From an optimization exercise on the open Yosys and OpenROAD flow, aimed at small area; shortcuts taken in it are not production practice. The RTL was checked by simulation tests, not by an equivalence proof against the original design.

## blink
module blink(input signed [23:0] ins, output signed [23:0] outs,
             output signed [23:0] peak_out, output valid_out,
             input clk, input rst);
   reg [23:0] h1, a2n, z3n, z4n, qqn;
   reg r1d, ud;
   wire b1 = ~r1d;
   function [23:0] sh;
      input [23:0] x;
      sh = {{4{x[23]}}, x[23:4]};
   endfunction
   wire [23:0] a2 = ~a2n;
   wire [23:0] z3 = ~z3n;
   wire [23:0] z4 = ~z4n;
   wire [23:0] qq = ~qqn;
   wire [23:0] g2;
   rca24o a_g2(a2, {a2[23], a2n[22:4]}, r1d, g2);
   wire v3, v4;
   rnd n_3(z3, ud, v3);
   rnd n_4(z4, ud, v4);
   wire [23:0] g3;
   rca24o a_g3(z3, {z3[23], z3n[22:4]}, ud, g3);
   wire rq = ~qq[23] & (|qq[3:0]);
   wire [23:0] gq;
   rca24 a_gq(qq, sh(qqn), ~rq, gq);
   wire [23:0] y1;
   rca24 a_y1(ins, h1, b1, y1);
   wire r1 = ~y1[23] & (|y1[3:0]);
   wire [23:0] m1n;
   wire [23:0] y1n = ~y1;
   rca24 a_m1(y1n, sh(y1), 1'b1, m1n);
   wire [23:0] a;
   rca24h a_a({y1n[23], y1[22:4]}, g2, ~ud, a);
   wire u;
   rnd n_2(a, r1, u);
   wire [23:0] z;
   rca24h a_z({~a[23], a[22:4]}, g3, ~v3, z);
   wire [23:0] t;
   rca24 a_t(z, sh(z4n), ~v4, t);
   wire [23:0] z4x;
   rca24 a_z4(t, z4, ud, z4x);
   wire [23:0] w;
   rca24 a_w(t, gq, 1'b0, w);
   wire [24:0] all1;
   wire [23:0] o;
   assign all1[0] = 1'b1;
   genvar j;
   generate
      for (j = 0; j < 24; j = j + 1) begin : inc_
         flipbit fb(w[j], all1[j], u, o[j], all1[j+1]);
      end
   endgenerate
   assign outs = o;
   wire rstn;
   inv1 i_rstn(rst, rstn);
   always @(posedge clk) begin
      if (rst) begin
  ...
export LEC_CHECK = 0
export CAP_MARGIN = 20
export CORE_MARGIN = 2
export CORE_UTILIZATION = 70
export CTS_BUF_LIST = sky130_fd_sc_hd__clkbuf_8
export CTS_CLUSTER_DIAMETER = 200
export CTS_CLUSTER_SIZE = 40
export GPL_TIMING_DRIVEN = 0
export SLEW_MARGIN = 20
export SYNTH_HIERARCHICAL = 1
export SYNTH_MINIMUM_KEEP_SIZE = 0
create_clock -name core_clock -period 25.0 [get_ports {clk}]
standard.sh (not shown) runs the stock make flow with config.mk's settings and CLKGATE_MAP_FILE= SYNTH_SCRIPT=/design/flow/synth_recipe.tcl, a recipe that flattens the netlist after the stock synthesis.
==> flow/flow/run.sh <==
#!/bin/bash
# The standard layout (standard.sh, with the standard synthesis), with three
# changes to how it is made:
#  - every port still gets a buffer, but the smallest one (buf_1) instead of
#    the delay buffer buffer_ports picks by itself;
#  - clock tree synthesis adds no dummy loads to balance the tree;
#  - setup repair only resizes gates and swaps pins (no new buffers).
# ORFS's full output goes to standard.log here; each step's own log is kept
# under orfs/logs/.
set -euo pipefail
export BUFFER_PORTS_ARGS="-buffer_cell sky130_fd_sc_hd__buf_1"
export CTS_ARGS="-sink_clustering_enable -repair_clock_nets -dont_use_dummy_load -buf_list {sky130_fd_sc_hd__clkbuf_4 sky130_fd_sc_hd__clkbuf_8} -root_buf sky130_fd_sc_hd__clkbuf_8 -sink_clustering_size 12 -sink_clustering_max_diameter 60 -sink_clustering_buffer sky130_fd_sc_hd__clkbuf_4"
export SETUP_MOVE_SEQUENCE="unbuffer,sizeup,swap"
bash standard.sh > standard.log 2>&1
Rerun with:
--- a/flow/flow/run.sh
+++ b/flow/flow/run.sh
@@ -10,5 +10,5 @@
 set -euo pipefail
 export BUFFER_PORTS_ARGS="-buffer_cell sky130_fd_sc_hd__buf_1"
-export CTS_ARGS="-sink_clustering_enable -repair_clock_nets -dont_use_dummy_load -buf_list {sky130_fd_sc_hd__clkbuf_4 sky130_fd_sc_hd__clkbuf_8} -root_buf sky130_fd_sc_hd__clkbuf_8 -sink_clustering_size 12 -sink_clustering_max_diameter 60 -sink_clustering_buffer sky130_fd_sc_hd__clkbuf_4"
+export CTS_ARGS="-sink_clustering_enable -repair_clock_nets -dont_use_dummy_load -buf_list sky130_fd_sc_hd__clkbuf_8 -sink_clustering_size 40 -sink_clustering_max_diameter 200"
 export SETUP_MOVE_SEQUENCE="unbuffer,sizeup,swap"
 bash standard.sh > standard.log 2>&1
--- a/flow/config.mk
+++ b/flow/config.mk
@@ -8,5 +8,5 @@
 export CAP_MARGIN = 20
 export CORE_MARGIN = 2
-export CORE_UTILIZATION = 70
+export CORE_UTILIZATION = 85
 export CTS_BUF_LIST = sky130_fd_sc_hd__clkbuf_8
 export CTS_CLUSTER_DIAMETER = 200
After rerunning: With this change the flow failed in global routing (5_1_grt) on GRT-0116. Synthesized cell count does not change. Area after synthesis does not change.

## separate check: timing with driven ports
How much do the figures lean on ideal ports? The routed layout below was timed once more, with nothing changed but the port constraints.
Step 1 assumes that a clkbuf_16 drives the clock port and a buf_2 every other input.
Step 2, shift: input delay + t, output delay - t, t = (earliest + latest rising clock arrival at the registers) / 2. This alone moves slack from input paths to output paths.
Three values: ideal ports, drivers, drivers and shift; two values: the first two.
run: the first run
t (ns): 0.485
slack for setup (ns): 0.351 / 0.330 / 0.330
clock arrival spread, ns: 0.025 / 0.024
After both steps the first run still meets setup and hold. For the first run, drivers alone change the setup slack by -0.021 ns; drivers and shift together by -0.021 ns.
